From an optimization exercise on the open Yosys and OpenROAD flow, aimed at small area and a short achievable clock period; shortcuts taken in it are not production practice.
Function was checked by simulation only, so behaviour that the tests miss may differ from the original.
No activity file was given, so power comes from the tool's default toggle rates.

<file path="design/flow/config.mk">
export PLATFORM = sky130hd
export DESIGN_NAME = APB_top
export DESIGN_NICKNAME = APB_top
export VERILOG_FILES = /design/flow/design.v
export SDC_FILE = /design/flow/constraint.sdc
export NUM_CORES = 8
export LEC_CHECK = 0
export CAP_MARGIN = 35
export CORE_MARGIN = 2
export CORE_UTILIZATION = 60
export CTS_CLUSTER_DIAMETER = 80
export CTS_CLUSTER_SIZE = 25
export PLACE_DENSITY = 0.68
export SETUP_SLACK_MARGIN = 3.5
export SLEW_MARGIN = 35
export SYNTH_HIERARCHICAL = 1
export SYNTH_MEMORY_MAX_BITS = 65536
</file>
<file path="design/flow/design.v">
module APB_master (
    input PCLK,
    input PRESETn,
    input psel1,
    input [3:0] pstrb,
    input Transfer,
    input pwrite,
    input [31:0] pwdata,
    output ld,                  
    output wc,                  
    output rd_en,               
    output reg [31:0] wd        
    );
    reg s_setup, s_access, s_hung;
    wire s_idle = ~(s_setup | s_access | s_hung);
    always @(posedge PCLK or negedge PRESETn) begin
        if (!PRESETn) begin
            s_setup  <= 1'b0;
            s_access <= 1'b0;
            s_hung   <= 1'b0;
        end else begin
            s_setup  <= (s_idle | s_access) & Transfer;
            s_access <= s_setup & psel1;
            s_hung   <= s_hung | (s_setup & ~psel1);
        end
    end
    assign ld = s_setup;
    reg wr;
    always @(posedge PCLK)
        if (s_setup)
            wr <= pwrite;
    function [31:0] encode(input [31:0] d, input [3:0] s);
        case (s)
            4'b0001: encode = {{24{d[7]}}, d[7:0]};
            4'b0010: encode = {{16{d[15]}}, d[15:8], 8'h00};
            4'b0011: encode = {{16{d[15]}}, d[15:0]};
            4'b0100: encode = {{16{d[23]}}, d[23:16], 8'h00};
            4'b0101: encode = {{8{d[23]}}, d[23:16], 8'h00, d[7:0]};
            4'b0110: encode = {{8{d[23]}}, d[23:8], 8'h00};
            4'b0111: encode = {{8{d[23]}}, d[23:0]};
            4'b1000: encode = {d[31:24], 24'h000000};
            4'b1001: encode = {d[31:24], 16'h0000, d[7:0]};
            4'b1010: encode = {d[30:23], 8'h00, d[15:8], 8'h00};
            4'b1011: encode = {d[30:23], 8'h00, d[15:0]};
            4'b1100: encode = {d[31:16], 16'h0000};
            4'b1101: encode = {d[31:16], 8'h00, d[7:0]};
            4'b1110: encode = {d[31:8], 8'h00};
            4'b1111: encode = d;
            default: encode = 32'h00000000;
        endcase
    endfunction
    always @(posedge PCLK) begin
        if (s_setup)
            wd <= pwdata;
        else if (s_access)
            wd <= encode(wd, pstrb);
    end
    assign wc = s_access & wr;
    assign rd_en = s_access & ~wr & (pstrb == 4'b0000);
endmodule
module APB_Slave (
    input PCLK,
    input PRESETn,
    input [31:0] paddr,
    input ld,                   
    input wc,                   
    input rd_en,                
    input [31:0] wd,
    output reg [31:0] PRDATA
    );
    wire in_range = ~|paddr[31:10];
    wire [8*32-1:0] qrd;
    genvar j;
    generate
        for (j = 0; j < 8; j = j + 1) begin : q
            APB_memquad quad (
                .PCLK(PCLK), .ld(ld),
                .sel_in(in_range & (paddr[9:7] == j)), .a_in(paddr[6:0]),
                .wc(wc), .wd(wd), .rd(qrd[32*j +: 32])
            );
        end
    endgenerate
    wire [31:0] n0, n1, n2, n3, p0, p1, rd_n;
    APB_nor2 o0 (.a(qrd[0 +: 32]),   .b(qrd[32 +: 32]),  .y(n0));
    APB_nor2 o1 (.a(qrd[64 +: 32]),  .b(qrd[96 +: 32]),  .y(n1));
    APB_nor2 o2 (.a(qrd[128 +: 32]), .b(qrd[160 +: 32]), .y(n2));
    APB_nor2 o3 (.a(qrd[192 +: 32]), .b(qrd[224 +: 32]), .y(n3));
    APB_nand2 a0 (.a(n0), .b(n1), .y(p0));
    APB_nand2 a1 (.a(n2), .b(n3), .y(p1));
    APB_nor2 o4 (.a(p0), .b(p1), .y(rd_n));
    always @(posedge PCLK or negedge PRESETn) begin
        if (!PRESETn)
            PRDATA <= 32'h00000000;
        else if (rd_en)
            PRDATA <= ~rd_n;
    end
endmodule
module APB_memquad (
    input PCLK,
    input ld,
    input sel_in,
    input [6:0] a_in,
    input wc,
    input [31:0] wd,
    output [31:0] rd
    );
    wire [4*32-1:0] grd;
    genvar j;
    generate
        for (j = 0; j < 4; j = j + 1) begin : g
            APB_memgroup grp (
                .PCLK(PCLK), .ld(ld),
                .sel_in(sel_in & (a_in[6:5] == j)), .a_in(a_in[4:0]),
                .wc(wc), .wd(wd), .rd(grd[32*j +: 32])
            );
        end
    endgenerate
    wire [31:0] n0, n1;
    APB_nor2 o0 (.a(grd[0 +: 32]),  .b(grd[32 +: 32]), .y(n0));
    APB_nor2 o1 (.a(grd[64 +: 32]), .b(grd[96 +: 32]), .y(n1));
    APB_nand2 a0 (.a(n0), .b(n1), .y(rd));
endmodule
module APB_memgroup (
    input PCLK,
    input ld,
    input sel_in,
    input [4:0] a_in,
    input wc,                   
    input [31:0] wd,
    output [31:0] rd
    );
    reg wv;
    always @(posedge PCLK)
        wv <= wc;
    reg [3:0] h;
    reg [7:0] l;
    always @(posedge PCLK)
        if (ld) begin
            h <= {3'd0, sel_in} << a_in[4:3];
            l <= 8'd1 << a_in[2:0];
        end
    wire [31:0] s;
    wire [31:0] we;
    wire [32*32-1:0] q;
    genvar k;
    generate
        for (k = 0; k < 32; k = k + 1) begin : w
            assign s[k]  = h[k/8] & l[k%8];
            assign we[k] = s[k] & wv;
            APB_memword word (.PCLK(PCLK), .we(we[k]), .keep(~we[k]), .wd(wd),
                              .q(q[32*k +: 32]));
        end
    endgenerate
    wire [4*32-1:0] r8;
    generate
        for (k = 0; k < 4; k = k + 1) begin : m
            APB_rdmux8 mux (.s(s[8*k +: 8]), .q(q[256*k +: 256]), .rd(r8[32*k +: 32]));
        end
    endgenerate
    wire [31:0] n0, n1;
    APB_nor2 o0 (.a(r8[0 +: 32]),  .b(r8[32 +: 32]), .y(n0));
    APB_nor2 o1 (.a(r8[64 +: 32]), .b(r8[96 +: 32]), .y(n1));
    APB_nand2 a0 (.a(n0), .b(n1), .y(rd));
endmodule
module APB_rdmux8 (
    input [7:0] s,
    input [8*32-1:0] q,
    output [31:0] rd
    );
    assign rd = (q[0 +: 32]   & {32{s[0]}}) | (q[32 +: 32]  & {32{s[1]}}) |
                (q[64 +: 32]  & {32{s[2]}}) | (q[96 +: 32]  & {32{s[3]}}) |
                (q[128 +: 32] & {32{s[4]}}) | (q[160 +: 32] & {32{s[5]}}) |
                (q[192 +: 32] & {32{s[6]}}) | (q[224 +: 32] & {32{s[7]}});
endmodule
module APB_memword (
    input PCLK,
    input we,
    input keep,
    input [31:0] wd,
    output reg [31:0] q
    );
    always @(posedge PCLK)
        q <= (q & {32{keep}}) | (wd & {32{we}});
endmodule
module APB_nor2 (
    input [31:0] a,
    input [31:0] b,
    output [31:0] y
    );
    assign y = ~(a | b);
endmodule
module APB_nand2 (
    input [31:0] a,
    input [31:0] b,
    output [31:0] y
    );
    assign y = ~(a & b);
endmodule
module APB_top #(
        parameter ADDR_WIDTH = 32,
        parameter DATA_WIDTH = 32
    ) (
    input PCLK,
    input PRESETn,
    input [ADDR_WIDTH-1:0] paddr,
    input psel1,
    input [(DATA_WIDTH/8)-1:0] pstrb,
    input Transfer,
    input pwrite,
    input [DATA_WIDTH-1:0] pwdata,
    output [31:0] PRDATA
    );
    wire        ld;
    wire        wc;
    wire        rd_en;
    wire [31:0] wd;
    APB_master Master (
        .PCLK(PCLK), .PRESETn(PRESETn),
        .psel1(psel1), .pstrb(pstrb), .Transfer(Transfer),
        .pwrite(pwrite), .pwdata(pwdata),
        .ld(ld), .wc(wc), .rd_en(rd_en), .wd(wd)
    );
    APB_Slave Slave (
        .PCLK(PCLK), .PRESETn(PRESETn),
        .paddr(paddr), .ld(ld), .wc(wc), .rd_en(rd_en), .wd(wd),
        .PRDATA(PRDATA)
    );
endmodule
</file>
<file path="design/flow/run.sh">
#!/bin/bash
# synth_recipe.tcl (not shown) runs the flow's synth.tcl, then flattens the netlist and writes it again
# the make line also repeats each setting of config.mk as NAME=value (left out here)
make -C /OpenROAD-flow-scripts/flow DESIGN_CONFIG=/design/flow/config.mk WORK_HOME=/design/flow/orfs CLKGATE_MAP_FILE= SYNTH_SCRIPT=/design/flow/synth_recipe.tcl finish
</file>
<file path="design/flow/constraint.sdc">
create_clock -name core_clock -period 7.0 [get_ports {PCLK}]
set_input_delay 1.4000 -clock core_clock [delete_from_list [all_inputs] [get_ports {PCLK}]]
set_output_delay 1.4000 -clock core_clock [all_outputs]
set_load 0.01 [all_outputs]
</file>
==> results of run 1 <==
## power by group through the flow
| stage | Sequential (mW) | Clock [mW] | Combinational, mW |
|---|---|---|---|
| CTS | 253 | 108 | 110 |
| global route | 258 | 115 | 119 |
| finish | 254 | 108 | 116 |
| floorplan | 255 | 0 | 61.8 |
| detailed placement | 257 | 0 | 104 |
| global placement | 256 | 0 | 102 |
## kinds of logic (layout without fill, tap and decap cells)
| kind of cell | after synthesis | after routing |
|---|---|---|
| buffers and inverters | 10003 | 6933 |
| xor gates and xnor gates | 1 | 1 |
| and+or+nand+nor | 11738 | 11740 |
| other | 0 | 142 |
| AOI/OAI and AO/OA | 49191 | 49191 |
| muxes | 31 | 31 |
| DFF | 33252 | 33252 |
## flip-flops by register name (all words and copies together) (netlist names)
register / count
Slave.PRDATA: 32
Master.s_setup: 1
Slave.q.quad.g.grp.h: 128
Slave.q.quad.g.grp.w.word.q: 32768
Master.wd: 32
Slave.q.quad.g.grp.wv: 32
Master.wr: 1
Slave.q.quad.g.grp.l: 256
Master.s_hung: 1
Master.s_access: 1
## Yosys stat by module, one instance, submodules excluded, excerpt
module,area (um2),times used
APB_memword,991,1024
APB_nand2,120,42
APB_memquad,37.5,8
APB_memgroup,1190,32
APB_rdmux8,1320,128
APB_Slave,1430,1
APB_nor2,120,85
## cell usage after synthesis (6+ instances only)
cell,number
dfxtp_1,32800
a22o_1,30721
a22oi_1,16384
buf_6,7043
nand4_1,4097
nor2_1,2724
buf_2,2434
a22o_2,2048
nand2_1,1385
and3_1,1089
and2_1,1034
nand3_1,1026
edfxtp_1,417
clkbuf_2,256
buf_4,225
and3b_1,177
nor3b_1,128
dfrtp_1,35
inv_1,34
nor3_1,34
mux2i_1,31
a21oi_1,9
nor4_1,9
and3_2,8
nor3b_2,8
clkbuf_1,7
nand3b_1,7
o211ai_1,7
o21ai_1,7
a21o_1,6
## placed cells by master (no fill, tap or decap), types with 740 or more instances in the layout
master	count
dfxtp_1	32769
a22o_1	30721
a22oi_1	16140
nand4_1	4097
buf_4	3627
a22o_2	2048
clkbuf_16	1645
nor2_1	1520
nand3_1	944
nand2_1	816
and2_1	746
nor2_4	740
## what timing repair did
action / 4_1_cts / 5_1_grt
gates cloned: 20 / 39
setup buffers: 838 / 275
endpoints found under the hold margin: 4 / 0
gates resized for setup: 2923 / 1152
endpoints found under the setup margin: 64 / 66
hold buffers: 1 / 0
pin swaps: 781 / 776
## metrics by stage
stage	utilization [%]	total power [mW]	hold slack, ps	setup slack, ps
final	62.2	478	349	2990
after global placement	58.7	357	438	877
after CTS	61.8	471	274	2970
after floorplan	-	317	429	-11630
after detailed placement	58.8	361	449	1100
after global routing	62.2	492	344	3050
## metal layers
layer | track usage, % | vias to the layer above | share of wire (%)
li1 | - | 407883 | -
met1 | 53.5 | 485710 | 39
met2 | 58.1 | 58740 | 41
met3 | 11.3 | 10132 | 12
met4 | 27.1 | 88 | 7.6
met5 | 0.292 | - | 0.020
## final cells by class
cell class / count / area [um2] / share of cell area, %
diodes: 142 / 355 / 0.0277
clock buffers: 1823 / 41600 / 3.24
clock inverters: 392 / 4910 / 0.383
inverters: 35 / 131 / 0.0102
multi-input cells: 60963 / 489000 / 38.1
flip-flops and latches: 33252 / 670000 / 52.2
well taps: 27560 / 34500 / 2.69
repair buffers: 4683 / 43300 / 3.38
## worst paths after layout
path	endpoint	cells after the start	slack [ps]
hold reg to reg	Master.s_hung	1	470
hold / removal	Slave.q[6].quad.g[3].grp.l[0]	2	350
max in group asynchronous	Slave.PRDATA[23]	3	5100
setup reg to reg	Slave.PRDATA[29]	12	2990
setup / recovery	Slave.PRDATA[29]	12	2990
min in group asynchronous	Master.s_setup	2	390
==> results.toml, run 1 <==
[sta]
final.min_clock_period_ps = 4010
period_share_pct = 57.3
fmax_mhz = 249
tns_ps = 0
drv_slew = 0
setup_violations = 0
hold_viol = 0
worst_pin_slew_ps = 1260
grt_setup_unrepaired = "yes"
skew_ps = 74.1
relSlewSlack_pct = 15.7

[setup_path]
crit_chain = "and2_2 > buf_4 > a22oi_1 > nand4_1 > nor2_4 > nand2_1 > nor2_4 > nand2_1 > nor2_2 > nand2_8 > nor2_1 > a21oi_1"
crit_slowest_cell = "nor2_4"
path_class = "flip-flop to flip-flop"
critPathBufInv = 1
r2r_start = "Slave.q[4].quad.g[1].grp.h[2]"
startpoint_type = "flip-flop"
required_ps = 8490
crit_family = "simple AND/OR/NAND/NOR gates"
worst-path-max-fanout = 32
crit_path_end_kind = "flip-flop"
worst_ep_arrival_time_ps = 5500
startpoint = "Slave.q[4].quad.g[1].grp.h[2]"
cp_slowest_stage_delay_ps = 750

[clocking]
cts_buffers = 1575
cts_buffer_depth = 6
clock_latency_ps = 1650
cts_root_buffer = "clkbuf_16"
htreeDepth = 7
cts_tree = "done"
clkTransAtPathRegs_ps = 110
clock-sinks = 33252

[logic_synthesis]
ys_seq_elements = 33252
synth_cell_types = 48
syn_nets = 104289
synth_edf_count = 417
yosysTopAreaCell = "dfxtp_1"
synth_mux_area_share_pct = 0.0250
yosysWarnings = 10
synthArstFlopShare_pct = 0.105
synth_area_mm2 = 1.24
synth.area.top_cells = "dfxtp_1 53%, a22o_1 22%, a22oi_1 9.9%"
yosys.area_share.simple_pct = 5.04
syn_area_per_cell_um2 = 11.9
ys_seq_area_share_pct = 54.0
synth_top_family_by_area = "compound AO/OA/AOI/OAI gates"
synthFlopType = "dfxtp_1"
synth_xor_area_share_pct = 0.000706
synth-adder-area-share_pct = 0
synth_compound_area_share_pct = 33.3
synthCells = 104216
synth_top_area_share_pct = 52.9

[power_and_ir_drop]
power_frac_seq_pct = 53.1
p_int_mw = 325
p_per_area_mw_per_mm2 = 372
p_leak_nw = 485
clkPwrFrac_pct = 22.7
ir_worst_vdd_v = 0.000344
p_comb_share_pct = 24.3
p_switching_mw = 153
swShare_pct = 32.1

[place]
dp_hpwl_um = 2570000
gp_congestion = 0.901
port_buffers = 104
placed_cells = 125303
dpl_cell_area_mm2 = 1.21

[floorplan]
die_h_um = 1440
dieArea_mm2 = 2.08
initial_utilization_pct = 60.1
coreArea_mm2 = 2.06
ios = 105
die_w_um = 1440
fp-row-count = 528

[detailed_routing]
drtAntennaViolNets = 0
via_per_inst = 7.47
finalWirelength_um = 4480000
vias = 962553
wl_per_cell_um = 34.8
drc = 0
drt_first_pass_iters = 8
drtIter0Drc = 128295

[layout]
final_area_mm2 = 1.28
fillers = 165860
num-nets-final = 100583
drive_gt1_share_pct = 11.4
syn_to_final_growth_pct = 3.49
final_cells = 128850

[global_route]
antenna_found_initial = 139
grt_overflow = 0
first_global_vias = 909749
grt_max_degree = 135
track_usage_pct = 40.6
grt_pass1_wl_um = 6420000

[job]
maxCapViolations = 0

[worst_hold_path]
min_path_type = "input pin to flip-flop"
hold_start = "paddr[2]"

[status]
status = "complete, no violations"
==> run 2, diff against run 1 <==
--- a/design/flow/design.v
+++ b/design/flow/design.v
@@ -167,10 +167,26 @@
     input [8*32-1:0] q,
     output [31:0] rd
     );
-    assign rd = (q[0 +: 32]   & {32{s[0]}}) | (q[32 +: 32]  & {32{s[1]}}) |
-                (q[64 +: 32]  & {32{s[2]}}) | (q[96 +: 32]  & {32{s[3]}}) |
-                (q[128 +: 32] & {32{s[4]}}) | (q[160 +: 32] & {32{s[5]}}) |
-                (q[192 +: 32] & {32{s[6]}}) | (q[224 +: 32] & {32{s[7]}});
+    wire [31:0] t0, t1, t2;
+    APB_andor3 m0 (.s(s[2:0]), .q(q[0 +: 96]),  .y_n(t0));
+    APB_andor3 m1 (.s(s[5:3]), .q(q[96 +: 96]), .y_n(t1));
+    APB_andor2 m2 (.s(s[7:6]), .q(q[192 +: 64]), .y_n(t2));
+    assign rd = ~(t0 & t1 & t2);
+endmodule
+module APB_andor3 (
+    input [2:0] s,
+    input [3*32-1:0] q,
+    output [31:0] y_n
+    );
+    assign y_n = ~((q[0 +: 32] & {32{s[0]}}) | (q[32 +: 32] & {32{s[1]}}) |
+                   (q[64 +: 32] & {32{s[2]}}));
+endmodule
+module APB_andor2 (
+    input [1:0] s,
+    input [2*32-1:0] q,
+    output [31:0] y_n
+    );
+    assign y_n = ~((q[0 +: 32] & {32{s[0]}}) | (q[32 +: 32] & {32{s[1]}}));
 endmodule
 module APB_memword (
     input PCLK,
--- a/design/flow/config.mk
+++ b/design/flow/config.mk
@@ -7,10 +7,10 @@
 export LEC_CHECK = 0
 export CAP_MARGIN = 35
 export CORE_MARGIN = 2
-export CORE_UTILIZATION = 60
+export CORE_UTILIZATION = 55
 export CTS_CLUSTER_DIAMETER = 80
 export CTS_CLUSTER_SIZE = 25
-export PLACE_DENSITY = 0.68
+export PLACE_DENSITY = 0.65
 export SETUP_SLACK_MARGIN = 3.5
 export SLEW_MARGIN = 35
 export SYNTH_HIERARCHICAL = 1
==> results.toml, run 2 <==
[logic_synthesis]
synth_edf_count = 417
yosysTopAreaCell = "dfxtp_1"
synth_cell_types = 49
yosysWarnings = 10
synth.area.top_cells = "dfxtp_1 53%, a22o_1 22%, buf_6 7.5%"
synth_top_area_share_pct = 53.3
synthCells = 100120
ys_seq_elements = 33252
synthFlopType = "dfxtp_1"
synthArstFlopShare_pct = 0.105
syn_nets = 100193
syn_area_per_cell_um2 = 12.3
synth_area_mm2 = 1.23
synth_common_cells = "32800 x dfxtp_1, 30721 x a22o_1, 8195 x buf_6, 8192 x a222oi_1, 5122 x nand3_1"
ys_seq_area_share_pct = 54.4
synth_most_common_cell = "dfxtp_1"

[detailed_routing]
finalWirelength_um = 4470000
drtAntennaViolNets = 1
via_per_inst = 7.47
drc = 0
vias = 947289
drt_first_pass_iters = 14
drtIter0Drc = 159171
wl_per_cell_um = 35.3

[power_and_ir_drop]
power_mw = 482
p_leak_nw = 491
p_per_area_mw_per_mm2 = 377
ir_worst_vdd_v = 0.000270

[clocking]
cts_buffer_depth = 6
clkTransAtPathRegs_ps = 100
cts_tree = "done"
cts_buffers = 1598
clock_latency_ps = 1670
cts_root_buffer = "clkbuf_16"
clock-sinks = 33252
htreeDepth = 7

[floorplan]
fp-row-count = 550
coreArea_mm2 = 2.24
die_w_um = 1500
ios = 105
initial_utilization_pct = 55.0
die_h_um = 1500
dieArea_mm2 = 2.25

[setup_path]
startpoint_type = "flip-flop"
worst-path-max-fanout = 11
crit_path_end_kind = "flip-flop"
required_ps = 8480
r2r_start = "Slave.q[0].quad.g[3].grp.l[3]"
worst_ep_arrival_time_ps = 5690
startpoint = "Slave.q[0].quad.g[3].grp.l[3]"
path_class = "flip-flop to flip-flop"

[sta]
tns_ps = 0
period_share_pct = 60.2
grt_setup_unrepaired = "yes"
fmax_mhz = 237
hold_viol = 0
drv_slew = 0
final.min_clock_period_ps = 4210
skew_ps = 110
relSlewSlack_pct = 14.7
setup_violations = 0
worst_pin_slew_ps = 1280

[global_route]
grt_pass1_wl_um = 6390000
grt_overflow = 0
track_usage_pct = 37.2
grt_max_degree = 128
antenna_found_initial = 144
first_global_vias = 885577

[job]
maxCapViolations = 0

[layout]
num-nets-final = 96118
top_regs = "Slave.q.quad.g.grp.w.word.q x32768, Slave.q.quad.g.grp.l x256, Slave.q.quad.g.grp.h x128"
mostFrequentLayoutCell = "dfxtp_1"
drive_gt1_share_pct = 13.0
layout_common_cells = "32768 x dfxtp_1, 30721 x a22o_1, 8192 x a222oi_1, 4382 x nand3_1, 4063 x a22oi_1"
seq_area_mm2 = 0.670
syn_to_final_growth_pct = 3.71
fillers = 184677
largest_register_ffs = 32768
multiInputGateArea_mm2 = 0.478
top_register = "Slave.q.quad.g.grp.w.word.q"

[place]
gp_congestion = 0.908
port_buffers = 104
dp_hpwl_um = 2610000

[status]
status = "complete, but fails checks"
failed_checks = "antenna rules"

[worst_hold_path]
min_path_type = "input pin to flip-flop"
hold_start = "Transfer"
## run 2: stage by stage
step	utilization, %	cells	worst slack, ps	area [um2]	hold WS, ps
2_1_floorplan	-	100120	-11630	1230000	429
3_3_place_gp	53.4	122763	391	1200000	441
3_5_place_dp	53.6	122899	901	1200000	449
4_1_cts	56.7	126286	2960	1270000	146
5_1_grt	57.1	126656	3030	1280000	264
6_report	57.1	126766	2790	1280000	252
## run 2: timing repair
item / 4_1_cts / 5_1_grt
hold buffers: 1 / 0
gates resized for setup: 3581 / 790
buffers inserted: 996 / 189
gates cloned: 42 / 24
pin swaps: 1110 / 713
endpoints found under the setup margin: 144 / 66
endpoints found under the hold margin: 5 / 0
## run 2: critical path: stages (launching register included)
cell      delay (ps)
edfxtp_1         450
buf_4            170
and2_4           160
buf_12           140
a222oi_1        1000
nand3_1          290
nor2_2           180
nand2_2          110
nor2_4           570
nand2_4          210
nor2_4           300
buf_6            200
nand2_8           70
nor2_4           100
mux2i_1           80
## run 2: layer usage
| layer | global-route usage [%] | up-vias | wire length (um) |
|---|---|---|---|
| li1 | - | 399245 | - |
| met3 | 10.6 | 8830 | 578000 |
| met2 | 52.6 | 60571 | 1840000 |
| met5 | 0.0901 | - | 647 |
| met4 | 20.8 | 96 | 286000 |
| met1 | 51.0 | 478547 | 1770000 |
## run 2: cell type report
class	count	share of cell area, %
inverter	35	0.0103
sequential	33252	52.4
multi-input combinational	56877	37.4
tap	29808	2.92
timing repair buffer	4281	3.40
clock buffer	1819	3.28
clock inverter	529	0.516
antenna	165	0.0323
## run 2: cell families after synthesis
logic type      synth area share (%)
compound gates                  32.7
xor+xnor                    0.000711
buf+inv                         8.26
flops                           54.4
mux                           0.0252
simple gates                    4.66
## run 2: path summary, 6_finish.rpt
kind                                          to  slack [ps]  cells after the start
max in group asynchronous       Slave.PRDATA[29]        5290                      3
worst min register to register     Master.s_hung         470                      1
worst min-delay path              Master.s_setup         250                      2
worst max-delay path            Slave.PRDATA[25]        2790                     14
worst max register to register  Slave.PRDATA[25]        2790                     14
min in group asynchronous         Master.s_setup         280                      2
## run 2: where the power goes
part	internal (mW)	switching [mW]	total, mW
clock network	46.1	64.9	111
logic	50.4	67.3	118
registers	231	22.6	254
## run 2: Yosys stat by module, one instance, submodules excluded, excerpt
module,copies in the design,flip-flops and latches,cells inside
APB_memword,1024,32,70
APB_memquad,8,0,4
APB_andor3,256,0,41
APB_memgroup,32,13,144
APB_nand2,42,0,32
APB_master,1,36,154
APB_andor2,128,0,38
APB_Slave,1,32,126
APB_rdmux8,128,0,32
APB_nor2,85,0,32

-- re-timing with driven ports --
How much do the figures lean on ideal ports? The routed layouts below were timed once more, with nothing changed but the port constraints. Step 1, drivers: a clkbuf_16 drives PCLK and a buf_2 each remaining input, both assumed. Step 2 moves the port delays by t, midway between the first and last clock arrival at a register: inputs arrive t later, outputs are due t later. That takes back most of the time a late clock gives input paths. Slacks: no drivers / after step 1 / after step 2; pairs: no drivers / after step 1.
| run | shift t [ns] | setup slack, ns | worst setup path at the end | slew at the worst register clock pin (ns) |
|---|---|---|---|---|
| run 1 | 1.858 | 2.987 / 2.788 / 1.786 | input to register | 0.11 / 0.11 |
| run 2 | 1.844 | 2.787 / 2.787 / 1.961 | input to register | 0.11 / 0.11 |
The setup slack of run 1, which loses most, moves by -0.199 ns with the drivers and by -1.201 ns with both steps.
